Source: an optimization exercise on an open RTL-to-GDS flow (aim: small area). Production flows keep margins and buffers that such runs may drop. Where RTL was checked, it was by simulation tests only, not by an equivalence proof against the original. Function not checked in run 3: the RTL went through the layout flow alone. No activity file was given, so power comes from the tool's default toggle rates.

==> flow/design.v <==
module ROM_16x32(input wire [4:0] g, input wire [4:0] row, input wire [3:0] col, output wire bit_o);
  wire new_n16, new_n17, new_n18, new_n19, new_n20, new_n21, new_n22,
    new_n23, new_n24, new_n25, new_n26, new_n27, new_n28, new_n29, new_n30,
    new_n31, new_n32, new_n33, new_n34, new_n35, new_n36, new_n37, new_n38,
    new_n39, new_n40, new_n41, new_n42, new_n43, new_n44, new_n45, new_n46,
    new_n47, new_n48, new_n49, new_n50, new_n51, new_n52, new_n53, new_n54,
    new_n55, new_n56, new_n57, new_n58, new_n59, new_n60, new_n61, new_n62,
    new_n63, new_n64, new_n65, new_n66, new_n67, new_n68, new_n69, new_n70,
    new_n71, new_n72, new_n73, new_n74, new_n75, new_n76, new_n77, new_n78,
    new_n79, new_n80, new_n81, new_n82, new_n83, new_n84, new_n85, new_n86,
    new_n87, new_n88, new_n89, new_n90, new_n91, new_n92, new_n93, new_n94,
    new_n95, new_n96, new_n97, new_n98, new_n99, new_n100, new_n101,
    new_n102, new_n103, new_n104, new_n105, new_n106, new_n107, new_n108,
    new_n109, new_n110, new_n111, new_n112, new_n113, new_n114, new_n115,
    new_n116, new_n117, new_n118, new_n119, new_n120, new_n121, new_n122,
    new_n123, new_n124, new_n125, new_n126, new_n127, new_n128, new_n129,
    new_n130, new_n131, new_n132, new_n133, new_n134, new_n135, new_n136,
    new_n137, new_n138, new_n139, new_n140, new_n141, new_n142, new_n143,
    new_n144, new_n145, new_n146, new_n147, new_n148, new_n149, new_n150,
    new_n151, new_n152, new_n153, new_n154, new_n155, new_n156, new_n157,
    new_n158, new_n159, new_n160, new_n161, new_n162, new_n163, new_n164,
    new_n165, new_n166, new_n167, new_n168, new_n169, new_n170, new_n171,
    new_n172, new_n173, new_n174, new_n175, new_n176, new_n177, new_n178,
    new_n179, new_n180, new_n181, new_n182, new_n183, new_n184, new_n185,
    new_n186, new_n187, new_n188, new_n189, new_n190, new_n191, new_n192,
    new_n193, new_n194, new_n195, new_n196, new_n197, new_n198, new_n199,
    new_n200, new_n201, new_n202, new_n203, new_n204, new_n205, new_n206,
    new_n207, new_n208, new_n209, new_n210, new_n211, new_n212, new_n213,
    new_n214, new_n215, new_n216, new_n217, new_n218, new_n219, new_n220,
    new_n221, new_n222, new_n223, new_n224, new_n225, new_n226, new_n227,
    new_n228, new_n229, new_n230, new_n231, new_n232, new_n233, new_n234,
    new_n235, new_n236, new_n237, new_n238, new_n239, new_n240, new_n241,
    new_n242, new_n243, new_n244, new_n245, new_n246, new_n247, new_n248,
    new_n249, new_n250, new_n251, new_n252, new_n253, new_n254, new_n255,
    new_n256, new_n257, new_n258, new_n259, new_n260, new_n261, new_n262,
    new_n263, new_n264, new_n265, new_n266, new_n267, new_n268, new_n269,
    new_n270, new_n271, new_n272, new_n273, new_n274, new_n275, new_n276,
    new_n277, new_n278, new_n279, new_n280, new_n281, new_n282, new_n283,
    new_n284, new_n285, new_n286, new_n287, new_n288, new_n289, new_n290,
    new_n291, new_n292, new_n293, new_n294, new_n295, new_n296, new_n297,
    new_n298, new_n299, new_n300, new_n301, new_n302, new_n303, new_n304,
    new_n305, new_n306, new_n307, new_n308, new_n309, new_n310, new_n311,
    new_n312, new_n313, new_n314, new_n315, new_n316, new_n317, new_n318,
    new_n319, new_n320, new_n321, new_n322, new_n323, new_n324, new_n325,
    new_n326, new_n327, new_n328, new_n329, new_n330, new_n331, new_n332,
    new_n333, new_n334, new_n335, new_n336, new_n337, new_n338, new_n339,
    new_n340, new_n341, new_n342, new_n343, new_n344, new_n345, new_n346,
    new_n347, new_n348, new_n349, new_n350, new_n351, new_n352, new_n353,
    new_n354, new_n355, new_n356, new_n357, new_n358, new_n359, new_n360,
    new_n361, new_n362, new_n363, new_n364, new_n365, new_n366, new_n367,
    new_n368, new_n369, new_n370, new_n371, new_n372, new_n373, new_n374,
    new_n375, new_n376, new_n377, new_n378, new_n379, new_n380, new_n381,
    new_n382, new_n383, new_n384, new_n385, new_n386, new_n387, new_n388,
    new_n389, new_n390, new_n391, new_n392, new_n393, new_n394, new_n395,
    new_n396, new_n397, new_n398, new_n399, new_n400, new_n401, new_n402,
    new_n403, new_n404, new_n405, new_n406, new_n407, new_n408, new_n409,
    new_n410, new_n411, new_n412, new_n413, new_n414, new_n415, new_n416,
    new_n417, new_n418, new_n419, new_n420, new_n421, new_n422, new_n423,
    new_n424, new_n425, new_n426, new_n427, new_n428, new_n429, new_n430,
    new_n431, new_n432, new_n433, new_n434, new_n435, new_n436, new_n437,
    new_n438, new_n439, new_n440, new_n441, new_n442, new_n443, new_n444,
    new_n445, new_n446, new_n447, new_n448, new_n449, new_n450, new_n451,
    new_n452, new_n453, new_n454, new_n455, new_n456, new_n457, new_n458,
    new_n459, new_n460, new_n461, new_n462, new_n463, new_n464, new_n465,
    new_n466, new_n467, new_n468, new_n469, new_n470, new_n471, new_n472,
    new_n473, new_n474, new_n475, new_n476, new_n477, new_n478, new_n479,
    new_n480, new_n481, new_n482, new_n483, new_n484, new_n485, new_n486,
    new_n487, new_n488, new_n489, new_n490, new_n491, new_n492, new_n493,
    new_n494, new_n495, new_n496, new_n497, new_n498, new_n499, new_n500,
    new_n501, new_n502, new_n503, new_n504, new_n505, new_n506, new_n507,
    new_n508, new_n509, new_n510, new_n511, new_n512, new_n513, new_n514,
    new_n515, new_n516, new_n517, new_n518;
  assign new_n16 = row[0] & col[0];
  assign new_n17 = ~row[1] & ~new_n16;
  assign new_n18 = row[2] & ~new_n17;
  assign new_n19 = ~row[4] & row[3];
  assign new_n20 = g[1] & new_n19;
  assign new_n21 = ~g[4] & ~g[3];
  assign new_n22 = g[2] & ~g[0];
  assign new_n23 = new_n21 & ~new_n22;
  assign new_n24 = new_n20 & new_n23;
  assign new_n25 = ~new_n18 & new_n24;
  assign new_n26 = g[0] & new_n21;
  assign new_n27 = ~g[4] & ~g[2];
  assign new_n28 = ~g[1] & new_n27;
  assign new_n29 = ~new_n26 & new_n28;
  assign new_n30 = ~g[1] & g[0];
  assign new_n31 = g[1] & ~g[0];
  assign new_n32 = ~new_n30 & ~new_n31;
  assign new_n33 = g[2] & ~new_n32;
  assign new_n34 = new_n21 & new_n33;
  assign new_n35 = ~new_n29 & ~new_n34;
  assign new_n36 = row[4] & ~row[3];
  assign new_n37 = ~row[1] & ~row[0];
  assign new_n38 = ~row[2] & new_n37;
  assign new_n39 = new_n32 & new_n38;
  assign new_n40 = new_n36 & ~new_n39;
  assign new_n41 = ~new_n35 & new_n40;
  assign new_n42 = ~new_n25 & ~new_n41;
  assign new_n43 = ~g[3] & ~g[2];
  assign new_n44 = new_n30 & new_n43;
  assign new_n45 = ~g[0] & new_n19;
  assign new_n46 = g[0] & new_n36;
  assign new_n47 = ~new_n45 & ~new_n46;
  assign new_n48 = ~new_n44 & ~new_n47;
  assign new_n49 = new_n36 & new_n43;
  assign new_n50 = new_n48 & new_n49;
  assign new_n51 = col[1] & ~new_n50;
  assign new_n52 = ~g[3] & new_n27;
  assign new_n53 = new_n35 & ~new_n52;
  assign new_n54 = ~row[4] & row[2];
  assign new_n55 = ~new_n37 & new_n54;
  assign new_n56 = g[1] & ~row[3];
  assign new_n57 = new_n21 & new_n56;
  assign new_n58 = new_n55 & new_n57;
  assign new_n59 = new_n53 & new_n58;
  assign new_n60 = ~row[3] & ~new_n38;
  assign new_n61 = row[1] & row[0];
  assign new_n62 = row[3] & ~row[2];
  assign new_n63 = ~new_n61 & new_n62;
  assign new_n64 = ~new_n60 & ~new_n63;
  assign new_n65 = g[1] & ~new_n64;
  assign new_n66 = new_n55 & ~new_n61;
  assign new_n67 = new_n33 & ~new_n66;
  assign new_n68 = new_n26 & ~new_n67;
  assign new_n69 = ~new_n65 & new_n68;
  assign new_n70 = ~row[2] & ~new_n61;
  assign new_n71 = row[4] & ~new_n37;
  assign new_n72 = new_n70 & new_n71;
  assign new_n73 = row[3] & new_n72;
  assign new_n74 = new_n69 & new_n73;
  assign new_n75 = col[2] & ~new_n74;
  assign new_n76 = ~new_n59 & new_n75;
  assign new_n77 = ~new_n51 & ~new_n76;
  assign new_n78 = new_n42 & ~new_n77;
  assign new_n79 = g[3] & new_n28;
  assign new_n80 = row[2] & row[1];
  assign new_n81 = ~row[0] & ~col[0];
  assign new_n82 = row[0] & ~col[3];
  assign new_n83 = ~new_n81 & ~new_n82;
  assign new_n84 = new_n80 & ~new_n83;
  assign new_n85 = new_n79 & new_n84;
  assign new_n86 = row[2] & new_n37;
  assign new_n87 = ~g[2] & ~col[3];
  assign new_n88 = new_n26 & new_n87;
  assign new_n89 = new_n86 & new_n88;
  assign new_n90 = ~new_n85 & ~new_n89;
  assign new_n91 = new_n19 & ~new_n90;
  assign new_n92 = new_n78 & new_n91;
  assign new_n93 = col[3] & ~new_n78;
  assign new_n94 = col[3] & ~col[0];
  assign new_n95 = row[0] & new_n94;
  assign new_n96 = ~g[4] & ~new_n95;
  assign new_n97 = ~row[2] & ~new_n96;
  assign new_n98 = new_n50 & new_n97;
  assign new_n99 = ~new_n93 & ~new_n98;
  assign new_n100 = ~new_n92 & new_n99;
  assign new_n101 = new_n48 & new_n53;
  assign new_n102 = ~g[2] & ~g[0];
  assign new_n103 = ~g[4] & new_n102;
  assign new_n104 = ~new_n55 & new_n103;
  assign new_n105 = new_n101 & new_n104;
  assign new_n106 = col[0] & new_n37;
  assign new_n107 = new_n105 & ~new_n106;
  assign new_n108 = row[1] & new_n54;
  assign new_n109 = ~row[2] & ~row[1];
  assign new_n110 = row[4] & new_n109;
  assign new_n111 = ~new_n19 & ~new_n36;
  assign new_n112 = ~new_n110 & new_n111;
  assign new_n113 = ~new_n20 & ~new_n112;
  assign new_n114 = ~new_n108 & ~new_n113;
  assign new_n115 = new_n69 & ~new_n114;
  assign new_n116 = ~g[0] & new_n49;
  assign new_n117 = ~g[1] & ~new_n81;
  assign new_n118 = ~row[1] & col[1];
  assign new_n119 = ~new_n16 & ~new_n118;
  assign new_n120 = ~new_n117 & new_n119;
  assign new_n121 = new_n116 & new_n120;
  assign new_n122 = new_n109 & new_n121;
  assign new_n123 = col[2] & col[1];
  assign new_n124 = ~col[2] & ~col[1];
  assign new_n125 = ~new_n123 & ~new_n124;
  assign new_n126 = new_n19 & new_n44;
  assign new_n127 = ~new_n109 & new_n126;
  assign new_n128 = ~new_n125 & ~new_n127;
  assign new_n129 = ~new_n122 & new_n128;
  assign new_n130 = ~new_n115 & new_n129;
  assign new_n131 = ~new_n107 & new_n130;
  assign new_n132 = ~new_n100 & ~new_n131;
  assign new_n133 = ~col[2] & col[1];
  assign new_n134 = col[3] & col[2];
  assign new_n135 = ~col[3] & ~col[2];
  assign new_n136 = ~new_n134 & ~new_n135;
  assign new_n137 = ~col[1] & ~new_n80;
  assign new_n138 = ~new_n136 & new_n137;
  assign new_n139 = ~new_n133 & ~new_n138;
  assign new_n140 = ~new_n19 & ~new_n108;
  assign new_n141 = ~new_n139 & ~new_n140;
  assign new_n142 = ~row[4] & ~col[1];
  assign new_n143 = ~g[2] & ~new_n142;
  assign new_n144 = col[3] & ~col[1];
  assign new_n145 = new_n143 & new_n144;
  assign new_n146 = ~col[2] & ~new_n109;
  assign new_n147 = ~col[2] & col[0];
  assign new_n148 = new_n109 & ~new_n147;
  assign new_n149 = ~new_n146 & ~new_n148;
  assign new_n150 = new_n145 & new_n149;
  assign new_n151 = ~new_n141 & ~new_n150;
  assign new_n152 = new_n56 & ~new_n151;
  assign new_n153 = ~col[1] & ~col[0];
  assign new_n154 = ~col[2] & new_n153;
  assign new_n155 = col[2] & ~new_n153;
  assign new_n156 = ~new_n154 & ~new_n155;
  assign new_n157 = new_n136 & ~new_n156;
  assign new_n158 = ~new_n54 & ~new_n157;
  assign new_n159 = ~new_n64 & ~new_n158;
  assign new_n160 = g[1] & ~new_n159;
  assign new_n161 = g[1] & row[4];
  assign new_n162 = row[0] & new_n80;
  assign new_n163 = ~new_n19 & ~new_n162;
  assign new_n164 = ~col[2] & ~new_n163;
  assign new_n165 = ~new_n66 & ~new_n164;
  assign new_n166 = ~row[3] & ~new_n162;
  assign new_n167 = col[3] & ~new_n166;
  assign new_n168 = col[1] & new_n134;
  assign new_n169 = row[3] & new_n162;
  assign new_n170 = ~new_n168 & ~new_n169;
  assign new_n171 = ~new_n167 & new_n170;
  assign new_n172 = ~new_n165 & new_n171;
  assign new_n173 = ~new_n161 & ~new_n172;
  assign new_n174 = g[2] & ~new_n173;
  assign new_n175 = ~new_n160 & new_n174;
  assign new_n176 = ~new_n152 & ~new_n175;
  assign new_n177 = g[0] & ~new_n176;
  assign new_n178 = row[1] & new_n16;
  assign new_n179 = ~col[1] & ~new_n178;
  assign new_n180 = ~new_n17 & ~new_n179;
  assign new_n181 = new_n54 & new_n180;
  assign new_n182 = ~new_n112 & new_n181;
  assign new_n183 = g[2] & col[3];
  assign new_n184 = ~new_n182 & ~new_n183;
  assign new_n185 = new_n112 & ~new_n181;
  assign new_n186 = ~g[1] & ~g[0];
  assign new_n187 = ~col[2] & new_n186;
  assign new_n188 = ~new_n185 & new_n187;
  assign new_n189 = ~new_n184 & new_n188;
  assign new_n190 = col[1] & ~col[0];
  assign new_n191 = row[2] & new_n190;
  assign new_n192 = col[1] & col[0];
  assign new_n193 = ~col[3] & ~new_n192;
  assign new_n194 = ~row[0] & ~new_n193;
  assign new_n195 = ~new_n191 & ~new_n194;
  assign new_n196 = ~new_n136 & ~new_n153;
  assign new_n197 = ~row[4] & col[2];
  assign new_n198 = g[2] & ~row[3];
  assign new_n199 = ~new_n197 & ~new_n198;
  assign new_n200 = ~new_n44 & new_n199;
  assign new_n201 = ~new_n196 & new_n200;
  assign new_n202 = ~new_n22 & ~new_n55;
  assign new_n203 = ~g[1] & ~row[2];
  assign new_n204 = row[1] & new_n203;
  assign new_n205 = new_n22 & ~new_n204;
  assign new_n206 = ~new_n202 & ~new_n205;
  assign new_n207 = new_n201 & new_n206;
  assign new_n208 = ~new_n195 & new_n207;
  assign new_n209 = ~new_n189 & ~new_n208;
  assign new_n210 = ~new_n177 & new_n209;
  assign new_n211 = new_n21 & ~new_n210;
  assign new_n212 = new_n86 & new_n153;
  assign new_n213 = ~row[0] & col[0];
  assign new_n214 = ~new_n61 & ~new_n213;
  assign new_n215 = col[1] & ~new_n214;
  assign new_n216 = ~row[1] & new_n153;
  assign new_n217 = new_n203 & ~new_n216;
  assign new_n218 = ~new_n215 & new_n217;
  assign new_n219 = ~new_n212 & ~new_n218;
  assign new_n220 = new_n134 & ~new_n219;
  assign new_n221 = ~col[3] & ~new_n118;
  assign new_n222 = new_n86 & ~new_n221;
  assign new_n223 = ~g[0] & row[2];
  assign new_n224 = ~new_n70 & new_n125;
  assign new_n225 = ~new_n223 & ~new_n224;
  assign new_n226 = new_n135 & new_n153;
  assign new_n227 = ~new_n225 & ~new_n226;
  assign new_n228 = ~new_n222 & ~new_n227;
  assign new_n229 = ~g[0] & row[1];
  assign new_n230 = ~new_n16 & new_n229;
  assign new_n231 = col[3] & ~new_n230;
  assign new_n232 = ~new_n223 & new_n231;
  assign new_n233 = ~g[1] & ~new_n232;
  assign new_n234 = ~new_n228 & ~new_n233;
  assign new_n235 = g[0] & ~new_n80;
  assign new_n236 = ~new_n30 & ~new_n235;
  assign new_n237 = row[1] & ~new_n236;
  assign new_n238 = ~new_n234 & ~new_n237;
  assign new_n239 = ~new_n153 & ~new_n192;
  assign new_n240 = new_n37 & ~new_n125;
  assign new_n241 = ~new_n239 & new_n240;
  assign new_n242 = ~new_n238 & ~new_n241;
  assign new_n243 = ~new_n220 & ~new_n242;
  assign new_n244 = col[3] & ~col[2];
  assign new_n245 = ~col[1] & new_n244;
  assign new_n246 = ~new_n192 & ~new_n196;
  assign new_n247 = ~new_n244 & ~new_n246;
  assign new_n248 = ~new_n245 & ~new_n247;
  assign new_n249 = new_n31 & ~new_n248;
  assign new_n250 = row[1] & ~new_n81;
  assign new_n251 = new_n223 & new_n250;
  assign new_n252 = ~row[2] & ~new_n95;
  assign new_n253 = ~col[3] & col[2];
  assign new_n254 = ~g[1] & ~col[1];
  assign new_n255 = ~new_n253 & new_n254;
  assign new_n256 = ~new_n123 & ~new_n255;
  assign new_n257 = ~new_n252 & new_n256;
  assign new_n258 = ~row[0] & ~new_n123;
  assign new_n259 = ~new_n203 & new_n258;
  assign new_n260 = ~col[3] & ~new_n153;
  assign new_n261 = ~new_n259 & new_n260;
  assign new_n262 = ~col[3] & new_n192;
  assign new_n263 = g[1] & ~col[2];
  assign new_n264 = ~new_n82 & new_n263;
  assign new_n265 = ~new_n262 & new_n264;
  assign new_n266 = g[0] & ~new_n265;
  assign new_n267 = ~new_n261 & new_n266;
  assign new_n268 = ~new_n257 & new_n267;
  assign new_n269 = ~new_n251 & ~new_n268;
  assign new_n270 = ~new_n249 & ~new_n269;
  assign new_n271 = new_n19 & ~new_n270;
  assign new_n272 = ~new_n243 & new_n271;
  assign new_n273 = g[0] & new_n37;
  assign new_n274 = ~row[2] & ~new_n178;
  assign new_n275 = ~new_n251 & ~new_n274;
  assign new_n276 = ~new_n273 & ~new_n275;
  assign new_n277 = g[0] & col[2];
  assign new_n278 = new_n153 & new_n277;
  assign new_n279 = ~new_n86 & new_n278;
  assign new_n280 = ~new_n133 & ~new_n279;
  assign new_n281 = ~col[3] & ~new_n280;
  assign new_n282 = ~new_n276 & new_n281;
  assign new_n283 = row[2] & row[0];
  assign new_n284 = ~new_n38 & ~new_n283;
  assign new_n285 = new_n262 & ~new_n284;
  assign new_n286 = col[2] & ~new_n80;
  assign new_n287 = ~new_n168 & ~new_n286;
  assign new_n288 = ~new_n285 & ~new_n287;
  assign new_n289 = ~col[1] & ~new_n16;
  assign new_n290 = ~col[3] & col[0];
  assign new_n291 = new_n80 & ~new_n94;
  assign new_n292 = ~new_n290 & new_n291;
  assign new_n293 = new_n289 & new_n292;
  assign new_n294 = ~col[2] & ~new_n192;
  assign new_n295 = new_n162 & new_n294;
  assign new_n296 = new_n30 & ~new_n295;
  assign new_n297 = ~new_n293 & new_n296;
  assign new_n298 = ~new_n288 & new_n297;
  assign new_n299 = ~new_n282 & ~new_n298;
  assign new_n300 = ~new_n249 & new_n299;
  assign new_n301 = new_n36 & ~new_n300;
  assign new_n302 = ~new_n125 & ~new_n283;
  assign new_n303 = ~row[3] & ~new_n190;
  assign new_n304 = ~col[3] & new_n161;
  assign new_n305 = new_n235 & new_n304;
  assign new_n306 = ~new_n303 & new_n305;
  assign new_n307 = ~new_n302 & new_n306;
  assign new_n308 = ~new_n301 & ~new_n307;
  assign new_n309 = ~new_n272 & new_n308;
  assign new_n310 = g[4] & new_n43;
  assign new_n311 = ~new_n309 & new_n310;
  assign new_n312 = ~row[4] & new_n192;
  assign new_n313 = ~new_n143 & ~new_n312;
  assign new_n314 = new_n162 & ~new_n313;
  assign new_n315 = new_n42 & ~new_n314;
  assign new_n316 = new_n57 & ~new_n315;
  assign new_n317 = new_n36 & new_n103;
  assign new_n318 = ~new_n20 & ~new_n317;
  assign new_n319 = ~new_n35 & ~new_n318;
  assign new_n320 = new_n18 & new_n254;
  assign new_n321 = new_n116 & new_n320;
  assign new_n322 = ~new_n319 & ~new_n321;
  assign new_n323 = ~new_n109 & ~new_n322;
  assign new_n324 = ~new_n316 & ~new_n323;
  assign new_n325 = new_n135 & ~new_n324;
  assign new_n326 = new_n46 & new_n155;
  assign new_n327 = ~g[0] & ~new_n156;
  assign new_n328 = new_n19 & ~new_n277;
  assign new_n329 = ~new_n327 & new_n328;
  assign new_n330 = ~new_n326 & ~new_n329;
  assign new_n331 = ~row[0] & new_n21;
  assign new_n332 = ~new_n330 & new_n331;
  assign new_n333 = new_n53 & ~new_n332;
  assign new_n334 = ~col[2] & new_n181;
  assign new_n335 = col[3] & ~new_n125;
  assign new_n336 = ~col[0] & new_n108;
  assign new_n337 = new_n166 & ~new_n336;
  assign new_n338 = ~new_n335 & ~new_n337;
  assign new_n339 = ~new_n334 & ~new_n338;
  assign new_n340 = row[2] & ~new_n213;
  assign new_n341 = ~col[2] & ~new_n340;
  assign new_n342 = ~col[3] & ~new_n341;
  assign new_n343 = ~row[4] & new_n37;
  assign new_n344 = new_n102 & ~new_n343;
  assign new_n345 = ~new_n342 & new_n344;
  assign new_n346 = new_n65 & new_n345;
  assign new_n347 = ~new_n339 & new_n346;
  assign new_n348 = g[1] & new_n87;
  assign new_n349 = ~new_n183 & ~new_n348;
  assign new_n350 = col[0] & ~new_n349;
  assign new_n351 = col[1] & new_n87;
  assign new_n352 = col[2] & new_n183;
  assign new_n353 = g[0] & ~new_n352;
  assign new_n354 = ~new_n351 & new_n353;
  assign new_n355 = ~new_n350 & new_n354;
  assign new_n356 = ~g[3] & new_n136;
  assign new_n357 = ~row[0] & ~new_n356;
  assign new_n358 = ~g[1] & col[1];
  assign new_n359 = new_n102 & ~new_n358;
  assign new_n360 = ~new_n196 & ~new_n359;
  assign new_n361 = ~new_n44 & ~new_n108;
  assign new_n362 = ~new_n112 & ~new_n361;
  assign new_n363 = new_n360 & new_n362;
  assign new_n364 = ~new_n357 & new_n363;
  assign new_n365 = ~new_n355 & new_n364;
  assign new_n366 = new_n111 & new_n156;
  assign new_n367 = ~g[3] & ~new_n32;
  assign new_n368 = ~new_n284 & ~new_n367;
  assign new_n369 = new_n366 & new_n368;
  assign new_n370 = ~new_n114 & new_n369;
  assign new_n371 = ~new_n365 & ~new_n370;
  assign new_n372 = ~new_n347 & new_n371;
  assign new_n373 = ~new_n333 & ~new_n372;
  assign new_n374 = ~row[1] & col[0];
  assign new_n375 = new_n22 & new_n190;
  assign new_n376 = ~new_n374 & ~new_n375;
  assign new_n377 = col[2] & ~new_n376;
  assign new_n378 = ~col[2] & ~col[0];
  assign new_n379 = g[2] & ~new_n378;
  assign new_n380 = ~new_n133 & ~new_n379;
  assign new_n381 = ~g[0] & ~new_n380;
  assign new_n382 = ~row[1] & ~new_n381;
  assign new_n383 = ~new_n377 & ~new_n382;
  assign new_n384 = new_n58 & ~new_n383;
  assign new_n385 = ~row[4] & new_n16;
  assign new_n386 = ~new_n118 & new_n385;
  assign new_n387 = new_n44 & new_n386;
  assign new_n388 = ~new_n72 & ~new_n387;
  assign new_n389 = row[2] & ~new_n125;
  assign new_n390 = ~new_n62 & ~new_n389;
  assign new_n391 = ~new_n388 & ~new_n390;
  assign new_n392 = ~new_n53 & new_n391;
  assign new_n393 = ~new_n384 & ~new_n392;
  assign new_n394 = new_n136 & ~new_n192;
  assign new_n395 = ~new_n262 & ~new_n394;
  assign new_n396 = ~new_n393 & ~new_n395;
  assign new_n397 = new_n74 & new_n133;
  assign new_n398 = new_n147 & ~new_n162;
  assign new_n399 = ~new_n231 & new_n398;
  assign new_n400 = new_n162 & new_n244;
  assign new_n401 = g[3] & ~new_n277;
  assign new_n402 = ~col[1] & ~new_n253;
  assign new_n403 = ~new_n401 & new_n402;
  assign new_n404 = new_n94 & new_n133;
  assign new_n405 = ~g[3] & ~col[3];
  assign new_n406 = new_n16 & new_n405;
  assign new_n407 = ~new_n404 & ~new_n406;
  assign new_n408 = ~new_n403 & new_n407;
  assign new_n409 = ~new_n400 & new_n408;
  assign new_n410 = ~new_n399 & new_n409;
  assign new_n411 = ~new_n80 & new_n221;
  assign new_n412 = new_n19 & ~new_n274;
  assign new_n413 = ~row[1] & ~col[2];
  assign new_n414 = new_n55 & new_n413;
  assign new_n415 = ~new_n412 & ~new_n414;
  assign new_n416 = ~new_n411 & ~new_n415;
  assign new_n417 = ~new_n410 & new_n416;
  assign new_n418 = ~new_n141 & ~new_n417;
  assign new_n419 = new_n29 & ~new_n418;
  assign new_n420 = ~new_n397 & ~new_n419;
  assign new_n421 = ~new_n396 & new_n420;
  assign new_n422 = ~new_n373 & new_n421;
  assign new_n423 = ~new_n325 & new_n422;
  assign new_n424 = ~new_n311 & new_n423;
  assign new_n425 = ~new_n211 & new_n424;
  assign new_n426 = row[1] & new_n253;
  assign new_n427 = col[1] & ~new_n244;
  assign new_n428 = ~new_n250 & ~new_n427;
  assign new_n429 = ~new_n426 & ~new_n428;
  assign new_n430 = col[2] & ~new_n16;
  assign new_n431 = col[1] & ~new_n430;
  assign new_n432 = ~row[3] & col[2];
  assign new_n433 = ~new_n431 & ~new_n432;
  assign new_n434 = ~new_n429 & ~new_n433;
  assign new_n435 = ~new_n17 & new_n245;
  assign new_n436 = ~new_n434 & ~new_n435;
  assign new_n437 = new_n43 & new_n101;
  assign new_n438 = ~new_n24 & ~new_n437;
  assign new_n439 = ~new_n436 & ~new_n438;
  assign new_n440 = ~new_n245 & ~new_n405;
  assign new_n441 = ~new_n157 & new_n440;
  assign new_n442 = g[1] & new_n317;
  assign new_n443 = ~new_n441 & new_n442;
  assign new_n444 = row[1] & new_n357;
  assign new_n445 = new_n443 & new_n444;
  assign new_n446 = ~new_n109 & ~new_n445;
  assign new_n447 = ~new_n439 & new_n446;
  assign new_n448 = g[4] & g[1];
  assign new_n449 = new_n116 & ~new_n448;
  assign new_n450 = ~new_n126 & ~new_n449;
  assign new_n451 = ~new_n80 & ~new_n450;
  assign new_n452 = ~g[0] & new_n58;
  assign new_n453 = ~new_n451 & ~new_n452;
  assign new_n454 = row[1] & ~col[1];
  assign new_n455 = ~new_n121 & ~new_n454;
  assign new_n456 = ~new_n453 & ~new_n455;
  assign new_n457 = new_n447 & new_n456;
  assign new_n458 = new_n109 & new_n449;
  assign new_n459 = ~new_n105 & ~new_n458;
  assign new_n460 = col[0] & new_n454;
  assign new_n461 = new_n289 & ~new_n460;
  assign new_n462 = ~new_n459 & ~new_n461;
  assign new_n463 = ~row[2] & new_n180;
  assign new_n464 = new_n86 & new_n190;
  assign new_n465 = ~g[0] & ~new_n137;
  assign new_n466 = ~col[1] & ~new_n223;
  assign new_n467 = ~new_n465 & ~new_n466;
  assign new_n468 = ~new_n464 & ~new_n467;
  assign new_n469 = ~new_n463 & new_n468;
  assign new_n470 = new_n21 & ~new_n469;
  assign new_n471 = new_n101 & new_n470;
  assign new_n472 = ~row[3] & new_n66;
  assign new_n473 = g[2] & row[0];
  assign new_n474 = ~new_n44 & ~new_n473;
  assign new_n475 = new_n472 & new_n474;
  assign new_n476 = ~new_n53 & new_n475;
  assign new_n477 = ~new_n471 & ~new_n476;
  assign new_n478 = ~new_n462 & new_n477;
  assign new_n479 = ~new_n457 & new_n478;
  assign new_n480 = new_n253 & ~new_n479;
  assign new_n481 = ~new_n356 & ~new_n460;
  assign new_n482 = new_n443 & new_n481;
  assign new_n483 = ~new_n456 & new_n482;
  assign new_n484 = new_n447 & new_n483;
  assign new_n485 = new_n156 & new_n316;
  assign new_n486 = new_n79 & new_n136;
  assign new_n487 = ~new_n485 & ~new_n486;
  assign new_n488 = ~col[1] & new_n472;
  assign new_n489 = new_n36 & new_n38;
  assign new_n490 = ~new_n488 & ~new_n489;
  assign new_n491 = ~new_n487 & ~new_n490;
  assign new_n492 = new_n332 & new_n348;
  assign new_n493 = row[0] & ~col[1];
  assign new_n494 = ~g[2] & ~row[0];
  assign new_n495 = row[4] & row[3];
  assign new_n496 = ~new_n494 & new_n495;
  assign new_n497 = ~new_n493 & new_n496;
  assign new_n498 = new_n156 & new_n497;
  assign new_n499 = ~new_n53 & new_n498;
  assign new_n500 = ~new_n135 & ~new_n289;
  assign new_n501 = ~new_n253 & new_n289;
  assign new_n502 = ~new_n500 & ~new_n501;
  assign new_n503 = new_n319 & new_n502;
  assign new_n504 = new_n21 & new_n186;
  assign new_n505 = ~new_n335 & new_n504;
  assign new_n506 = new_n133 & new_n213;
  assign new_n507 = new_n79 & new_n506;
  assign new_n508 = ~new_n505 & ~new_n507;
  assign new_n509 = new_n36 & ~new_n508;
  assign new_n510 = ~row[2] & ~new_n509;
  assign new_n511 = ~new_n503 & new_n510;
  assign new_n512 = ~new_n499 & new_n511;
  assign new_n513 = ~new_n492 & new_n512;
  assign new_n514 = ~new_n447 & ~new_n513;
  assign new_n515 = ~new_n491 & ~new_n514;
  assign new_n516 = ~new_n484 & new_n515;
  assign new_n517 = ~new_n480 & new_n516;
  assign new_n518 = new_n425 & new_n517;
  assign bit_o = new_n132 | ~new_n518;
endmodule
`timescale 1ns / 1ps
module Controlador_VGA(
input wire clock, reset,
input wire [7:0] out_seg_hora,out_min_hora,out_hora_hora,
input wire [7:0] out_dia_fecha,out_mes_fecha,out_jahr_fecha,
input wire [7:0] out_seg_timer,out_min_timer,out_hora_timer,
input wire [1:0] out_banderas_config,
input wire AM_PM,
input wire [1:0] config_mode, cursor_location,
output reg alarma_sonora,
output wire hsync, vsync,
output wire [11:0] RGB
);
function ge10(input [9:0] v, input [9:0] k);
	integer i; reg r;
	begin r = 1'b1; for (i = 0; i < 10; i = i + 1) r = k[i] ? (v[i] & r) : (v[i] | r); ge10 = r; end
endfunction
function le10(input [9:0] v, input [9:0] k);
	integer i; reg r;
	begin r = 1'b1; for (i = 0; i < 10; i = i + 1) r = k[i] ? (~v[i] | r) : (~v[i] & r); le10 = r; end
endfunction
reg [1:0] ph;
always @(posedge clock, posedge reset)
	if (reset) ph <= 2'd0; else ph <= ph + 2'd1;
wire tick_fall = ph[1] & ph[0];
reg [9:0] hx, vy;
wire h_end = hx[9] & hx[8] & (&hx[4:0]);    
wire v_end = vy[9] & vy[3] & vy[2];           
always @(posedge clock, posedge reset)
	if (reset) begin hx <= 10'd0; vy <= 10'd0; end
	else if (tick_fall) begin
		hx <= h_end ? 10'd0 : hx + 10'd1;
		if (h_end) vy <= v_end ? 10'd0 : vy + 10'd1;
	end
reg hs_reg, vs_reg;
always @(posedge clock, posedge reset)
	if (reset) begin hs_reg <= 1'b0; vs_reg <= 1'b0; end
	else if (ph != 2'd0) begin
		hs_reg <= (hx >= 10'd656) && (hx <= 10'd751);
		vs_reg <= (vy >= 10'd513) && (vy <= 10'd514);
	end
assign hsync = ~hs_reg;
assign vsync = ~vs_reg;
reg [19:0] al;
reg blink;
wire al_t = (al == 20'b01010100001000100011);
always @(posedge clock, posedge reset)
	if (reset) begin al <= 20'b10101000010001000111; blink <= 1'b0; end
	else begin
		al <= {al[18:0], ~(al[19] ^ al[16]) ^ al_t};
		blink <= blink ^ al_t;
	end
always @* alarma_sonora = out_banderas_config[0] & blink;
reg [9:0] cl;
reg blink_cursor;
wire hl_end = tick_fall & hx[8] & (&hx[3:0]) & ((hx[7] & ~hx[6] & ~hx[5] & ~hx[4]) | (hx[9] & hx[4]));  
wire cl_t = (cl == 10'b0010110000);
always @(posedge clock, posedge reset)
	if (reset) begin cl <= 10'b0101100000; blink_cursor <= 1'b0; end
	else if (hl_end) begin
		cl <= {cl[8:0], ~(cl[9] ^ cl[6]) ^ cl_t};
		blink_cursor <= blink_cursor ^ cl_t;
	end
wire [5:0] xc = hx[9:4];
wire [4:0] yc = vy[9:5];
wire hora_on  = (yc == 5'd3)  && (xc >= 6'd16) && (xc <= 6'd23);
wire fecha_on = (yc == 5'd7)  && (xc >= 6'd5)  && (xc <= 6'd12);
wire timer_on = (yc == 5'd11) && (xc >= 6'd5)  && (xc <= 6'd12);
wire ampm_on  = (yc == 5'd1)  && (xc >= 6'd26) && (xc <= 6'd27);
wire [7:0] d;   
assign d[0] = hx[6:4] == 3'd0; assign d[1] = hx[6:4] == 3'd1;
assign d[2] = hx[6:4] == 3'd2; assign d[3] = hx[6:4] == 3'd3;
assign d[4] = hx[6:4] == 3'd4; assign d[5] = hx[6:4] == 3'd5;
assign d[6] = hx[6:4] == 3'd6; assign d[7] = hx[6:4] == 3'd7;
wire rh = vy[6] & ~vy[7] & ~vy[8];    
wire rf = vy[6] & vy[7];              
wire rt = vy[6] & vy[8];              
wire ra = ~vy[6];                     
wire [3:0] n =
	({4{rh & d[0]}} & out_hora_hora[7:4]) | ({4{rh & d[1]}} & out_hora_hora[3:0]) |
	({4{rh & d[3]}} & out_min_hora[7:4])  | ({4{rh & d[4]}} & out_min_hora[3:0]) |
	({4{rh & d[6]}} & out_seg_hora[7:4])  | ({4{rh & d[7]}} & out_seg_hora[3:0]) |
	({4{rf & d[5]}} & out_dia_fecha[7:4]) | ({4{rf & d[6]}} & out_dia_fecha[3:0]) |
	({4{rf & d[0]}} & out_mes_fecha[7:4]) | ({4{rf & d[1]}} & out_mes_fecha[3:0]) |
	({4{rf & d[3]}} & out_jahr_fecha[7:4]) | ({4{rf & d[4]}} & out_jahr_fecha[3:0]) |
	({4{rt & d[5]}} & out_hora_timer[7:4]) | ({4{rt & d[6]}} & out_hora_timer[3:0]) |
	({4{rt & d[0]}} & out_min_timer[7:4])  | ({4{rt & d[1]}} & out_min_timer[3:0]) |
	({4{rt & d[3]}} & out_seg_timer[7:4])  | ({4{rt & d[4]}} & out_seg_timer[3:0]) |
	({4{(rh & (d[2] | d[5])) | (rt & (d[7] | d[2]))}} & 4'ha) |
	({4{ra}} & {2'b00, hx[4] | AM_PM, ~hx[4]});
wire [4:0] g = {ra | (rf & (d[7] | d[2])), n};
wire fbit;
ROM_16x32 font (.g(g), .row(vy[4:0]), .col(hx[3:0]), .bit_o(fbit));
reg fb;
always @(posedge clock) fb <= fbit;
wire cl2 = cursor_location == 2'd2, cl1 = cursor_location == 2'd1, cl0 = cursor_location == 2'd0;
wire cur_h = (cl2 & (d[0] | d[1])) | (cl1 & (d[3] | d[4])) | (cl0 & (d[6] | d[7]));
wire cur_ft = (cl2 & (d[5] | d[6])) | (cl1 & (d[0] | d[1])) | (cl0 & (d[3] | d[4]));
wire cur_on = blink_cursor & ((hora_on & (config_mode == 2'd1) & cur_h) |
              (((fecha_on & (config_mode == 2'd2)) | (timer_on & (config_mode == 2'd3))) & cur_ft));
wire text_on = hora_on | fecha_on | timer_on;
wire white = text_on & (fb | cur_on);
wire amg = ampm_on & out_banderas_config[1] & fb;
wire [9:0] x = hx, y = vy;
wire xF = ge10(x, 10'd1) && le10(x, 10'd639);
wire xa = ge10(x, 10'd1) && le10(x, 10'd11);
wire xb = ge10(x, 10'd270) && le10(x, 10'd280);
wire xc3 = ge10(x, 10'd281) && le10(x, 10'd290);
wire xd = ge10(x, 10'd628) && le10(x, 10'd638);
wire xL = ge10(x, 10'd1) && le10(x, 10'd280);
wire xR = ge10(x, 10'd281) && le10(x, 10'd639);
wire red = ((ge10(y, 10'd1) && le10(y, 10'd11)) || (ge10(y, 10'd140) && le10(y, 10'd150))) && xF ||
           (ge10(y, 10'd12) && le10(y, 10'd139)) && (xa || xd);
wire blue = ((ge10(y, 10'd151) && le10(y, 10'd160)) || (ge10(y, 10'd270) && le10(y, 10'd280))) && xL ||
            (ge10(y, 10'd161) && le10(y, 10'd269)) && (xa || xb);
wire green = ((ge10(y, 10'd281) && le10(y, 10'd290)) || (ge10(y, 10'd468) && le10(y, 10'd478))) && xL ||
             (ge10(y, 10'd291) && le10(y, 10'd467)) && (xa || xb);
wire cyan = ((ge10(y, 10'd151) && le10(y, 10'd160)) || (ge10(y, 10'd468) && le10(y, 10'd478))) && xR ||
            (ge10(y, 10'd161) && le10(y, 10'd467)) && (xc3 || xd);
wire box = !text_on && !ampm_on;
reg ca, cb, cc;
always @(posedge clock, posedge reset)
	if (reset) {ca, cb, cc} <= 3'd0;
	else if (ph[1]) begin
		ca <= white | amg | (box & (green | cyan));
		cb <= white | (box & (blue | cyan));
		cc <= white | amg | (box & red);
	end
wire r11 = cc & (cb | ~ca);
wire r10 = (~cb & (ca ^ cc)) | (ca & cb & cc);
wire b1 = cb | (ca & cc);
assign RGB = {r11, r10, cc, r11, ca, ca, ca, ca, cb, cb, b1, cb};
endmodule
==> flow/flow/run.sh <==
#!/bin/bash
# Own layout flow: the standard ORFS flow (standard.sh) with these changes:
#  - synthesis: ABC maps for area (no delay-driven restructuring, buffering or
#    upsizing; the 10 ns clock has ample slack), and Yosys does not extract
#    half/full adders, so ABC sees all of the logic;
#  - every input and output port still gets its own buffer, but the smallest
#    one (buf_1) instead of the clkdlybuf4s50_1 that buffer_ports picks;
#  - clock tree built from clkbuf_4 cells.
# Every ORFS script is used unchanged. Each tool's output goes to a log file
# in this folder.
set -euo pipefail
cp -r "$FLOW_HOME/scripts" scripts_area
cp flow/abc_area_map.script scripts_area/abc_speed.script
KNOBS=(SCRIPTS_DIR="$PWD/scripts_area" ADDER_MAP_FILE=
       "BUFFER_PORTS_ARGS=-buffer_cell sky130_fd_sc_hd__buf_1"
       CTS_BUF_LIST=sky130_fd_sc_hd__clkbuf_4)
bash standard.sh "${KNOBS[@]}" synth > synth.log 2>&1
bash standard.sh "${KNOBS[@]}" finish > layout.log 2>&1
test -s out/final.def
==> flow/flow/abc_area_map.script <==
strash
&get -n
&st
&dch
&nf -R 1000
&put
topo
stime -c
==> flow/standard.sh <==
#!/bin/bash
# synth_recipe.tcl (not shown) runs the flow's synth.tcl, then flattens the netlist and writes it again
# the make line also repeats each setting of config.mk as NAME=value (left out here)
make -C /OpenROAD-flow-scripts/flow DESIGN_CONFIG=/design/flow/config.mk WORK_HOME=/design/flow/orfs CLKGATE_MAP_FILE= SYNTH_SCRIPT=/design/flow/synth_recipe.tcl "${@:-finish}"
==> flow/config.mk <==
export PLATFORM = sky130hd
export DESIGN_NAME = Controlador_VGA
export DESIGN_NICKNAME = Controlador_VGA
export VERILOG_FILES = /design/flow/design.v
export SDC_FILE = /design/flow/constraint.sdc
export NUM_CORES = 4
export LEC_CHECK = 0
export CAP_MARGIN = 20
export CORE_MARGIN = 2
export CORE_UTILIZATION = 40
export SLEW_MARGIN = 20
==> flow/constraint.sdc <==
create_clock -name core_clock -period 10.0 [get_ports {clock}]
set_input_delay 2.0000 -clock core_clock [delete_from_list [all_inputs] [get_ports {clock}]]
set_output_delay 2.0000 -clock core_clock [all_outputs]
set_load 0.01 [all_outputs]
==> flow_summary.toml, run 1 <==
[synthesis]
syn-instance-count = 677
synth_seq_area_share = 0.304
synth_top_cells_by_area = "dfrtp_1 (24%), nor2_1 (7.3%), nand2_1 (7.2%)"
netlist_area_um2 = 4960
synth_warnings = 1
synthArstFlopShare = 0.983
netlist_top_cells_count = "nor2_1 (97), nand2_1 (95), o21ai_0 (58)"
synth-edff-count = 0
synth_top_cell_area_share = 0.242
synth_nets = 758
synth_ff_type = "dfrtp_1"
synth_area_leader_cell = "dfrtp_1"
avgSynthCellArea_um2 = 7.33
netlist-cell-type-count = 57
ys_seq_elements = 60
yosysMostFrequentCell = "nor2_1"

[power]
clkPwrFrac = 0.428
p_seq_frac = 0.524
p_sw_mw = 0.106
switching_share = 0.229
leakagePower_nw = 2.01
pwr_density_cell_nw_per_um2 = 81.3
internal_power_mw = 0.357
combPwrFrac = 0.048
ir_drop_mv = 0.0666

[sta]
hold_ws_ns = 0.375
finalClockSkew_ns = 0.0105
final_hold_viol_count = 0
max_freq_ghz = 0.155
worst_slew_pin_slew_ns = 1.02
rsz0062_at_grt = "false"
drv_slew = 0
fin_crit_sh = 0.646
finalSetupTns_ns = 0
maxSlewHeadroom = 0.318
finalSetupViolations = 0
period_minus_slack_ns = 6.46

[place]
gp_congestion = 1.01
place_inst = 940
dp_hpwl_um = 14700
port_buffers = 95

[run_status]
status = "complete, no violations"

[route]
wl_met3_um = 2000
postRouteAntennaNets = 0
drt-total-wl_um = 19800
vias = 6171
wl_met2_um = 8530
wl_per_cell_um = 20.7
post-route-drc-count = 0
dr.pass1.iters = 5
top_layer = "met4"
first_iter_violations = 919
wl_met1_um = 8160
viasPerCell = 6.45

[clock_network]
cts_tree = "done"
clkTransAtPathRegs_ns = 0.10
htreeDepth = 3
cts_setup_buffers = 0
cts_sinks = 60
hold_buffers = 0
cts-resized-gates = 0
clockRootBuffer = "clkbuf_4"
clock_latency_ns = 0.44
cts_buffers = 9
clockBufferDepth = 2

[setup_path]
worst_ep_required_time_ns = 10.32
crit_chain = "buf_1 > a222oi_1 > nand3_1 > a221o_1 > a221o_1 > a221o_1 > a221o_1 > a221o_1 > a221o_1 > a211oi_1 > o21ai_0 > buf_4 > nor2_1 > nand2b_1 > nand2_1 > o31ai_1 > a21o_1 > nand2b_1 > o31ai_1 > o21ai_0 > nand2_1 > mux2_1 > a21oi_1 > nand4_1"
start_kind = "input pin"
path_class = "input pin to flop"
cp_common_cell = "a221o_1"
critPathArrivalTime_ns = 6.78
worstSetupEndpointType = "flop"
crit_fanout = 16
slowest_stage = "o31ai_1"
max_stage_delay_ns = 0.31

[floorplanning]
core_area_um2 = 12100
start_util = 0.412
die_area_um2 = 13300
rows = 40
ioPinCount = 96
die_w_um = 115
fp.dieH_um = 115

[layout]
drive_gt1_frac = 0.0508
largest_register_ff_count = 20
final_nets = 864
syn_to_final_growth_pct = 14.8
largest_register = "al"
fin_cells = 957

[global_routing]
grt_max_degree = 60
antenna_found_initial = 0
grt.total_usage = 0.293
grt_pass1_wl_um = 30300
grt_pass1_vias = 5676
gr-total-overflow = 0

[run]
max_cap_violations = 0

[min_path]
hold_path.class = "flop to flop"
layout by cell type (no fill, tap or decap), types with 11 or more instances in the layout:
master	synthesis	layout
a21oi_1	52	52
a31oi_1	15	15
buf_1	0	95
buf_4	12	12
clkbuf_4	0	11
clkinv_1	20	20
dfrtp_1	48	48
dfstp_2	11	11
nand2_1	95	95
nand2b_1	12	12
nand3_1	30	30
nor2_1	97	97
nor3_1	33	32
nor4_1	15	15
o21ai_0	58	58
per-layer routing:
metal | global-route usage | vias to the layer above
li1 | - | 2804
met1 | 0.394 | 2866
met2 | 0.450 | 413
met3 | 0.0549 | 88
met4 | 0.148 | 0
met5 | 0 | -
power groups by stage:
| stage | Clock (mW) | Sequential (mW) | Combinational (mW) |
|---|---|---|---|
| 3_3_place_gp | 0 | 0.247 | 0.0218 |
| 6_report | 0.198 | 0.243 | 0.0223 |
| 4_1_cts | 0.200 | 0.243 | 0.0225 |
| 2_1_floorplan | 0 | 0.247 | 0.00693 |
| 3_5_place_dp | 0 | 0.247 | 0.0225 |
| 5_1_grt | 0.213 | 0.243 | 0.0250 |
worst paths after layout:
kind                                  start  endpoint  slack, ns  cells after the start
min                                   al[0]     al[1]       0.37                      0
max reg2reg                           hx[6]        fb       3.89                     25
min reg2reg                           al[0]     al[1]       0.37                      0
min in group asynchronous             reset     vy[5]       1.74                      3
max in group asynchronous             reset     hx[7]       7.80                      3
max                        out_hora_hora[5]        fb       3.54                     24
metrics by stage:
stage	area (um2)	utilization	power [mW]	worst slack (ns)
2_1_floorplan	4960	-	0.254	3.49
3_3_place_gp	5540	0.459	0.269	3.28
3_5_place_dp	5540	0.459	0.270	3.17
4_1_cts	5700	0.472	0.465	3.60
5_1_grt	5700	0.472	0.480	3.11
6_report	5700	0.472	0.463	3.54
area by class of cell:
class	instances	area, um2
antenna	1	2.50
clock buffer	11	82.6
clock inverter	5	76.3
fill	1206	6360
inverter	20	75.1
multi-input combinational	585	3290
sequential	60	1510
tap	168	210
timing repair buffer	107	447
cell families after synthesis:
kind of cell              Yosys count  synth area share
muxes                              11            0.0247
AOI/OAI and AO/OA                 228             0.301
and+or+nand+nor                   335             0.317
xor gates and xnor gates           11            0.0194
DFF                                60             0.304
buffers and inverters              32            0.0333
critical path: cells and delay by family:
kind / cells / cell delay [ns]
AND/OR/NAND/NOR: 7 / 1.03
AO/OA/AOI/OAI: 14 / 3.13
buffers and inverters: 2 / 0.29
multiplexers: 1 / 0.31
==> run 2: changes to the inputs <==
--- a/flow/flow/run.sh
+++ b/flow/flow/run.sh
@@ -6,5 +6,6 @@
 #  - every input and output port still gets its own buffer, but the smallest
 #    one (buf_1) instead of the clkdlybuf4s50_1 that buffer_ports picks;
-#  - clock tree built from clkbuf_4 cells.
+#  - clock tree built from clkbuf_4 cells in clusters of up to 20 registers,
+#    without dummy load cells.
 # Every ORFS script is used unchanged. Each tool's output goes to a log file
 # in this folder.
@@ -14,5 +15,6 @@
 KNOBS=(SCRIPTS_DIR="$PWD/scripts_area" ADDER_MAP_FILE=
        "BUFFER_PORTS_ARGS=-buffer_cell sky130_fd_sc_hd__buf_1"
-       CTS_BUF_LIST=sky130_fd_sc_hd__clkbuf_4)
+       CTS_BUF_LIST=sky130_fd_sc_hd__clkbuf_4
+       "CTS_ARGS=-sink_clustering_enable -repair_clock_nets -buf_list sky130_fd_sc_hd__clkbuf_4 -sink_clustering_size 20 -sink_clustering_max_diameter 100 -dont_use_dummy_load")
 bash standard.sh "${KNOBS[@]}" synth > synth.log 2>&1
 bash standard.sh "${KNOBS[@]}" finish > layout.log 2>&1
==> flow_summary.toml, run 2 <==
[layout]
final_nets = 864
largest_register_ff_count = 20
layout_common_cells = "nor2_1 (97), nand2_1 (95), buf_1 (95)"
n_fill_cell = 1213
largest_register = "al"
drive_gt1_frac = 0.0435
syn_to_final_growth_pct = 12.9
post-route-util = 0.465
final_area_um2 = 5610
layout_commonest_cell = "nor2_1"

[clock_network]
clockRootBuffer = "clkbuf_4"
cts_setup_buffers = 0
cts_sinks = 60
hold_buffers = 0
cts_tree = "done"
cts_buffers = 9
clkTransAtPathRegs_ns = 0.09
cts-resized-gates = 0
clockBufferDepth = 2
htreeDepth = 3
clock_latency_ns = 0.41

[route]
viasPerCell = 6.51
first_iter_violations = 851
post-route-drc-count = 0
dr.pass1.iters = 7
wl_per_cell_um = 20.7
vias = 6182
drt-total-wl_um = 19700
postRouteAntennaNets = 0

[synthesis]
netlist_area_um2 = 4960
synth-edff-count = 0
synth_nets = 758
synthArstFlopShare = 0.983
netlist_top_cells_count = "nor2_1 (97), nand2_1 (95), o21ai_0 (58)"
synth_seq_area_share = 0.304
synth_ff_type = "dfrtp_1"
synth_top_cell_area_share = 0.242
syn-instance-count = 677
synth_warnings = 1
synth_top_cells_by_area = "dfrtp_1 (24%), nor2_1 (7.3%), nand2_1 (7.2%)"
synth_area_leader_cell = "dfrtp_1"
avgSynthCellArea_um2 = 7.33
netlist-cell-type-count = 57
yosysMostFrequentCell = "nor2_1"
ys_seq_elements = 60

[sta]
period_minus_slack_ns = 6.51
final_hold_viol_count = 0
finalSetupViolations = 0
maxSlewHeadroom = 0.317
drv_slew = 0
finalClockSkew_ns = 0.0228
rsz0062_at_grt = "false"
fin_crit_sh = 0.651
finalSetupTns_ns = 0
max_freq_ghz = 0.154
hold_ws_ns = 0.366
worst_slew_pin_slew_ns = 1.02

[setup_path]
reg2reg_slack_ns = 3.86
path_class = "input pin to flop"
start_kind = "input pin"
critPathArrivalTime_ns = 6.81
worst_ep_required_time_ns = 10.29
cp_common_cell = "a221o_1"
crit_fanout = 16
worstSetupEndpointType = "flop"
max_stage_delay_ns = 0.31
slowest_stage = "o31ai_1"
crit_chain = "buf_1 > a222oi_1 > nand3_1 > a221o_1 > a221o_1 > a221o_1 > a221o_1 > a221o_1 > a221o_1 > a211oi_1 > o21ai_0 > buf_4 > nor2_1 > nand2b_1 > nand2_1 > o31ai_1 > a21o_1 > nand2b_1 > o31ai_1 > o21ai_0 > nand2_1 > mux2_1 > a21oi_1 > nand4_1"

[global_routing]
grt_max_degree = 60
grt_pass1_wl_um = 30200
gr-total-overflow = 0
grt.total_usage = 0.292
antenna_found_initial = 0
grt_pass1_vias = 5649

[run_status]
status = "complete, no violations"

[power]
pwr_density_cell_nw_per_um2 = 68.4
p_total_mw = 0.383
ir_drop_mv = 0.0431
leakagePower_nw = 1.97

[floorplanning]
core_area_um2 = 12100
rows = 40
fp.dieH_um = 115
die_w_um = 115
ioPinCount = 96
die_area_um2 = 13300
start_util = 0.412

[place]
placed_area_um2 = 5540
gp_congestion = 1.01
port_buffers = 95
dp_hpwl_um = 14700

[run]
max_cap_violations = 0

[min_path]
hold_path.class = "flop to flop"
-- run 2: cell counts after synthesis --
Identical to the previous run, type by type.
-- run 2: cell type report --
class	count	area, um2	area share
tap	168	210	0.0375
timing repair buffer	107	447	0.0797
inverter	20	75.1	0.0134
antenna	1	2.50	0.000446
sequential	60	1510	0.269
clock buffer	9	67.6	0.0121
multi-input combinational	585	3290	0.588
-- run 2: through the flow --
stage               cells  setup slack (ns)
detailed placement    940              3.17
global placement      940              3.28
finish                950              3.49
CTS                   949              3.58
global route          949              3.09
floorplan             677              3.49
-- run 2: logic make-up (layout without fill, tap and decap cells) --
group           Yosys count  after routing  synth area share
simple gates            335            335             0.317
compound gates          228            228             0.301
flops                    60             60             0.304
buf+inv                  32            136            0.0333
xor+xnor                 11             11            0.0194
mux                      11             11            0.0247
other cells               0              1                 0
-- run 2: critical path: cells and delay by family --
kind                   cells  cell delay [ns]
AOI/OAI and AO/OA         14             3.14
muxes                      1             0.31
buffers and inverters      2             0.30
and+or+nand+nor            7             1.04
-- run 2: report_power, final --
group | total, mW | leakage (nW) | switching [mW] | internal, mW
Combinational | 0.0222 | 1.18 | 0.0134 | 0.00883
Clock | 0.118 | 0.0414 | 0.0767 | 0.0417
Sequential | 0.243 | 0.743 | 0 | 0.243
-- run 2: layer usage --
metal / global-route usage / vias up / part of all wire
li1: - / 2798 / -
met3: 0.0549 / 77 / 0.098
met4: 0.142 / 0 / 0.049
met5: 0 / - / 0
met2: 0.449 / 464 / 0.43
met1: 0.394 / 2843 / 0.42
-- run 2: worst paths after layout --
kind | startpoint | end | cells after the start
min in group asynchronous | reset | vs_reg | 3
worst max register to register | hx[6] | fb | 25
worst min-delay path | al[7] | al[8] | 0
worst max-delay path | out_hora_hora[5] | fb | 24
worst min register to register | al[7] | al[8] | 0
max in group asynchronous | reset | hx[7] | 3
==> run 3: changes to the inputs <==
--- a/flow/design.v
+++ b/flow/design.v
@@ -695,12 +695,11 @@
 wire cyan = ((ge10(y, 10'd151) && le10(y, 10'd160)) || (ge10(y, 10'd468) && le10(y, 10'd478))) && xR ||
             (ge10(y, 10'd161) && le10(y, 10'd467)) && (xc3 || xd);
-wire box = !text_on && !ampm_on;
 reg ca, cb, cc;
 always @(posedge clock, posedge reset)
 	if (reset) {ca, cb, cc} <= 3'd0;
 	else if (ph[1]) begin
-		ca <= white | amg | (box & (green | cyan));
-		cb <= white | (box & (blue | cyan));
-		cc <= white | amg | (box & red);
+		ca <= white | amg | green | cyan;
+		cb <= white | blue | cyan;
+		cc <= white | amg | red;
 	end
 wire r11 = cc & (cb | ~ca);
--- a/flow/flow/run.sh
+++ b/flow/flow/run.sh
@@ -1,7 +1,4 @@
 #!/bin/bash
 # Own layout flow: the standard ORFS flow (standard.sh) with these changes:
-#  - synthesis: ABC maps for area (no delay-driven restructuring, buffering or
-#    upsizing; the 10 ns clock has ample slack), and Yosys does not extract
-#    half/full adders, so ABC sees all of the logic;
 #  - every input and output port still gets its own buffer, but the smallest
 #    one (buf_1) instead of the clkdlybuf4s50_1 that buffer_ports picks;
==> flow/flow/abc_area_map.script (replaced) <==
strash
dc2
&get -n
&deepsyn -T 600
&dch
&nf -R 1000 -E 100 -F 10
&put
topo
stime -c
==> flow_summary.toml, run 3 <==
[sta]
period_minus_slack_ns = 5.46
final_hold_viol_count = 0
rsz0062_at_grt = "false"
drv_slew = 0
finalSetupTns_ns = 0
max_freq_ghz = 0.183
maxSlewHeadroom = 0.349
fin_crit_sh = 0.546
worst_slew_pin_slew_ns = 0.973
worst_slack_ns = 4.54
finalSetupViolations = 0
finalClockSkew_ns = 0.0456

[global_routing]
grt_max_degree = 60
gr-total-overflow = 0
grt.total_usage = 0.307
antenna_found_initial = 1
grt_pass1_vias = 5717
grt_pass1_wl_um = 31300

[floorplanning]
fp.dieH_um = 113
die_area_um2 = 12800
ioPinCount = 96
die_w_um = 113
rows = 39
start_util = 0.415
core_area_um2 = 11500

[clock_network]
cts_sinks = 60
htreeDepth = 3
cts_setup_buffers = 0
cts_tree = "done"
cts_buffers = 9
clockBufferDepth = 2
clockRootBuffer = "clkbuf_4"
clkTransAtPathRegs_ns = 0.11
hold_buffers = 0
cts-resized-gates = 0
clock_latency_ns = 0.40

[setup_path]
path_buf_inv = 2
crit_fanout = 13
max_stage_delay_ns = 0.50
critPathArrivalTime_ns = 5.70
worstSetupEndpointType = "flop"
crit_chain = "buf_1 > a32oi_1 > nand3_1 > a31oi_1 > o22ai_1 > a31oi_1 > o21ai_0 > buf_4 > nand3_1 > and2_0 > o21ai_0 > or3_1 > a311oi_1 > a311oi_1 > nor3b_1 > o22ai_1 > o2111ai_1"
cpLargestDelayFamily = "compound AO/OA/AOI/OAI gates"
slowest_stage = "a31oi_1"
path_class = "input pin to flop"
start_kind = "input pin"
worst_ep_required_time_ns = 10.24

[synthesis]
synth-edff-count = 0
netlist-cell-type-count = 59
netlist_area_um2 = 4780
yosysMostFrequentCell = "nand2_1"
synth_top_cell_area_share = 0.251
ys_seq_elements = 60
synth_seq_area_share = 0.316
synth_warnings = 1
synth_ff_type = "dfrtp_1"
synth_area_leader_cell = "dfrtp_1"
avgSynthCellArea_um2 = 7.43
syn-instance-count = 643
synthArstFlopShare = 0.983
netlist_top_cells_count = "nand2_1 (85), nor2_1 (84), a21oi_1 (61)"
synth_nets = 724
synth_top_cells_by_area = "dfrtp_1 (25%), nand2_1 (6.7%), nor2_1 (6.6%)"

[place]
port_buffers = 95
place_inst = 881
dp_hpwl_um = 14000
post-place-ws_ns = 4.31
gp_congestion = 1.07

[route]
first_iter_violations = 935
drt-total-wl_um = 19500
wl_per_cell_um = 21.9
post-route-drc-count = 0
vias = 5962
dr.pass1.iters = 6
postRouteAntennaNets = 0
viasPerCell = 6.69

[power]
ir_drop_mv = 0.0427
leakagePower_nw = 1.85
p_total_mw = 0.386
pwr_density_cell_nw_per_um2 = 71.8

[run]
max_cap_violations = 0

[layout]
layout_commonest_cell = "buf_1"
largest_register = "al"
syn_to_final_growth_pct = 12.7
final_nets = 830
drive_gt1_frac = 0.0442
fin_cells = 891
layout_common_cells = "buf_1 (95), nand2_1 (85), nor2_1 (84)"
largest_register_ff_count = 20
post-route-util = 0.468

[run_status]
status = "complete, no violations"

[min_path]
hold_path.class = "flop to flop"
[run 3: cell types whose count changed after synthesis, moves of 4 or more]
cell,change
nor3_1,-7
nand3_1,-5
a21oi_1,+9
o21ai_0,-13
nand2_1,-10
o22ai_1,+5
clkinv_1,+12
a32oi_1,+4
a221oi_1,-5
nor2_1,-13
a221o_1,-8
o221ai_1,+7
nand2b_1,-7
[run 3: final timing paths]
kind                          end        startpoint  slack, ns  cells past startpoint
min                         al[1]             al[0]       0.34                      0
max in group asynchronous   cl[7]             reset       7.73                      3
max reg2reg                    fb             hx[5]       4.61                     18
max                            fb  out_dia_fecha[5]       4.54                     17
min reg2reg                 al[1]             al[0]       0.34                      0
min in group asynchronous  al[13]             reset       1.78                      3
[run 3: metrics by stage]
| stage | hold WS (ns) | instance area, um2 |
|---|---|---|
| after detailed placement | 0.363 | 5320 |
| after CTS | 0.337 | 5380 |
| after floorplan | 0.347 | 4780 |
| final | 0.335 | 5390 |
| after global placement | 0.351 | 5320 |
| after global routing | 0.339 | 5390 |
[run 3: report_power, final]
| group | switching (mW) | total (mW) | internal, mW |
|---|---|---|---|
| clock network | 0.0742 | 0.116 | 0.0417 |
| logic | 0.0162 | 0.0278 | 0.0116 |
| registers | 0 | 0.243 | 0.243 |
| total | 0.0905 | 0.386 | 0.296 |
[run 3: cell families (layout without fill, tap and decap cells)]
family                   after synthesis  after routing  synth area share
AO/OA/AOI/OAI                        233            233             0.321
XOR/XNOR                               9              9            0.0165
adder cells (fa/ha/maj)                2              2           0.00419
buffers and inverters                 44            148            0.0440
flip-flops                            60             60             0.316
multiplexers                           9              9            0.0212
other                                  0              1                 0
AND/OR/NAND/NOR                      286            286             0.277
[run 3: layer usage]
metal / global-route usage / share of wire
met5: 0 / 0
met4: 0.161 / 0.043
met3: 0.0364 / 0.091
met2: 0.461 / 0.44
met1: 0.434 / 0.42
[run 3: layout make-up]
| class | count | area, um2 |
|---|---|---|
| multi-input cells | 539 | 3060 |
| flip-flops and latches | 60 | 1510 |
| fillers | 1184 | 6130 |
| repair buffers | 107 | 447 |
| inverters | 32 | 120 |
| diodes | 1 | 2.50 |
| clock buffers | 9 | 67.6 |
| well taps | 143 | 179 |
==> run 4: changes to the inputs <==
--- a/flow/design.v
+++ b/flow/design.v
@@ -695,11 +695,12 @@
 wire cyan = ((ge10(y, 10'd151) && le10(y, 10'd160)) || (ge10(y, 10'd468) && le10(y, 10'd478))) && xR ||
             (ge10(y, 10'd161) && le10(y, 10'd467)) && (xc3 || xd);
+wire box = !text_on && !ampm_on;
 reg ca, cb, cc;
 always @(posedge clock, posedge reset)
 	if (reset) {ca, cb, cc} <= 3'd0;
 	else if (ph[1]) begin
-		ca <= white | amg | green | cyan;
-		cb <= white | blue | cyan;
-		cc <= white | amg | red;
+		ca <= white | amg | (box & (green | cyan));
+		cb <= white | (box & (blue | cyan));
+		cc <= white | amg | (box & red);
 	end
 wire r11 = cc & (cb | ~ca);
--- a/flow/flow/run.sh
+++ b/flow/flow/run.sh
@@ -1,4 +1,7 @@
 #!/bin/bash
 # Own layout flow: the standard ORFS flow (standard.sh) with these changes:
+#  - synthesis: ABC maps for area (no delay-driven restructuring, buffering or
+#    upsizing; the 10 ns clock has ample slack), and Yosys does not extract
+#    half/full adders, so ABC sees all of the logic;
 #  - every input and output port still gets its own buffer, but the smallest
 #    one (buf_1) instead of the clkdlybuf4s50_1 that buffer_ports picks;
@@ -12,6 +15,6 @@
 KNOBS=(SCRIPTS_DIR="$PWD/scripts_area" ADDER_MAP_FILE=
        "BUFFER_PORTS_ARGS=-buffer_cell sky130_fd_sc_hd__buf_1"
-       CTS_BUF_LIST=sky130_fd_sc_hd__clkbuf_4
-       "CTS_ARGS=-sink_clustering_enable -repair_clock_nets -buf_list sky130_fd_sc_hd__clkbuf_4 -sink_clustering_size 20 -sink_clustering_max_diameter 100 -dont_use_dummy_load")
+       CTS_BUF_LIST=sky130_fd_sc_hd__clkbuf_8
+       "CTS_ARGS=-sink_clustering_enable -repair_clock_nets -buf_list sky130_fd_sc_hd__clkbuf_8 -sink_clustering_size 30 -sink_clustering_max_diameter 200 -dont_use_dummy_load")
 bash standard.sh "${KNOBS[@]}" synth > synth.log 2>&1
 bash standard.sh "${KNOBS[@]}" finish > layout.log 2>&1
==> flow/flow/abc_area_map.script (replaced) <==
strash
&get -n
&st
&dch
&nf -R 1000
&put
topo
stime -c
==> flow_summary.toml, run 4 <==
[global_routing]
grt_max_degree = 60
gr-total-overflow = 0
grt_pass1_vias = 5660
grt_pass1_wl_um = 30400
grt.total_usage = 0.293
antenna_found_initial = 0

[route]
dr.pass1.iters = 6
wl_per_cell_um = 20.8
drt-total-wl_um = 19700
vias = 6158
postRouteAntennaNets = 0
viasPerCell = 6.49
post-route-drc-count = 0
first_iter_violations = 885

[place]
dp_hpwl_um = 14700
placed_area_um2 = 5540
gp_congestion = 1.01
port_buffers = 95

[layout]
diodes = 0
final_area_um2 = 5660
largest_register_ff_count = 20
largest_register = "al"
layout_commonest_cell = "nor2_1"
final_nets = 864
drive_gt1_frac = 0.0435
n_fill_cell = 1207
syn_to_final_growth_pct = 14.0
layout_common_cells = "nor2_1 (97), nand2_1 (95), buf_1 (95)"

[synthesis]
synth-edff-count = 0
avgSynthCellArea_um2 = 7.33
synth_top_cell_area_share = 0.242
synth_seq_area_share = 0.304
netlist-cell-type-count = 57
synth_area_leader_cell = "dfrtp_1"
synthArstFlopShare = 0.983
netlist_area_um2 = 4960
syn-instance-count = 677
synth_ff_type = "dfrtp_1"
synth_nets = 758
yosysMostFrequentCell = "nor2_1"
synth_top_cells_by_area = "dfrtp_1 (24%), nor2_1 (7.3%), nand2_1 (7.2%)"
ys_seq_elements = 60
synth_warnings = 1
netlist_top_cells_count = "nor2_1 (97), nand2_1 (95), o21ai_0 (58)"

[clock_network]
clockRootBuffer = "clkbuf_8"
clkTransAtPathRegs_ns = 0.06
hold_buffers = 0
clockBufferDepth = 2
clock_latency_ns = 0.34
cts_tree = "done"
htreeDepth = 3
cts-resized-gates = 0
cts_buffers = 9
cts_sinks = 60
cts_setup_buffers = 0

[setup_path]
critPathArrivalTime_ns = 6.81
worst_ep_required_time_ns = 10.21
path_class = "input pin to flop"
worstSetupEndpointType = "flop"
start_kind = "input pin"
crit_fanout = 16

[sta]
finalClockSkew_ns = 0.0205
fin_crit_sh = 0.660
rsz0062_at_grt = "false"
finalSetupViolations = 0
max_freq_ghz = 0.152
maxSlewHeadroom = 0.319
final_hold_viol_count = 0
finalSetupTns_ns = 0
drv_slew = 0
period_minus_slack_ns = 6.60
worst_slew_pin_slew_ns = 1.02

[min_path]
hold_path.class = "flop to flop"

[power]
pwr_density_cell_nw_per_um2 = 75.2
leakagePower_nw = 1.99
ir_drop_mv = 0.0438

[run_status]
status = "complete, no violations"

[floorplanning]
core_area_um2 = 12100
ioPinCount = 96
start_util = 0.412
die_area_um2 = 13300
rows = 40
fp.dieH_um = 115
die_w_um = 115

[run]
max_cap_violations = 0
run 4: final timing paths:
kind | start | endpoint | cells after the start | slack [ns]
setup / recovery | out_hora_hora[5] | fb | 24 | 3.40
hold / removal | al[7] | al[8] | 0 | 0.37
setup reg to reg | hx[6] | fb | 25 | 3.87
hold reg to reg | al[7] | al[8] | 0 | 0.37
max in group asynchronous | reset | hx[7] | 3 | 7.68
min in group asynchronous | reset | vs_reg | 3 | 1.84
run 4: area by class of cell:
cell class                 count  area (um2)  share of cell area
sequential                    60        1510               0.267
clock buffer                   9         124              0.0219
timing repair buffer         107         447              0.0789
tap                          168         210              0.0371
inverter                      20        75.1              0.0133
multi-input combinational    585        3290               0.582
run 4: cell families after synthesis:
| group | share of synthesized area |
|---|---|
| simple gates | 0.317 |
| compound gates | 0.301 |
| flops | 0.304 |
| buf+inv | 0.0333 |
| xor+xnor | 0.0194 |
| mux | 0.0247 |
run 4: stage by stage:
stage          hold WS [ns]  setup WS, ns   util  total power [mW]  std cells
2_1_floorplan         0.347          3.49      -             0.254        677
3_3_place_gp          0.353          3.28  0.459             0.269        940
3_5_place_dp          0.360          3.17  0.459             0.270        940
4_1_cts               0.372          3.50  0.469             0.430        949
5_1_grt               0.379          3.01  0.469             0.444        949
6_report              0.369          3.40  0.469             0.426        949
run 4: where the power goes:
group	switching, mW	internal, mW
Clock	0.0806	0.0798
Combinational	0.0135	0.00883
Sequential	0	0.243
Total	0.0940	0.332
run 4: critical path: stages:
cell and delay (ns):
buf_1 0.07, a222oi_1 0.30, nand3_1 0.14, a221o_1 0.28
a221o_1 0.27, a221o_1 0.26, a221o_1 0.27, a221o_1 0.26
a221o_1 0.25, a211oi_1 0.21, o21ai_0 0.12, buf_4 0.23
nor2_1 0.25, nand2b_1 0.21, nand2_1 0.09, o31ai_1 0.31
a21o_1 0.24, nand2b_1 0.20, o31ai_1 0.10, o21ai_0 0.14
nand2_1 0.08, mux2_1 0.31, a21oi_1 0.12, nand4_1 0.09
run 4: routing by layer:
layer / GRT usage / share of wire
met1: 0.396 / 0.41
met2: 0.448 / 0.44
met3: 0.0554 / 0.10
met4: 0.147 / 0.047
met5: 0 / 0

Re-timed with assumed drivers on the ports (clkbuf_16 on the clock, buf_2 on other inputs), run 4 has 3.414 ns of setup slack against 3.403 ns with ideal ports, and 3.054 ns once port delays also move by the mid clock arrival of 0.360 ns.
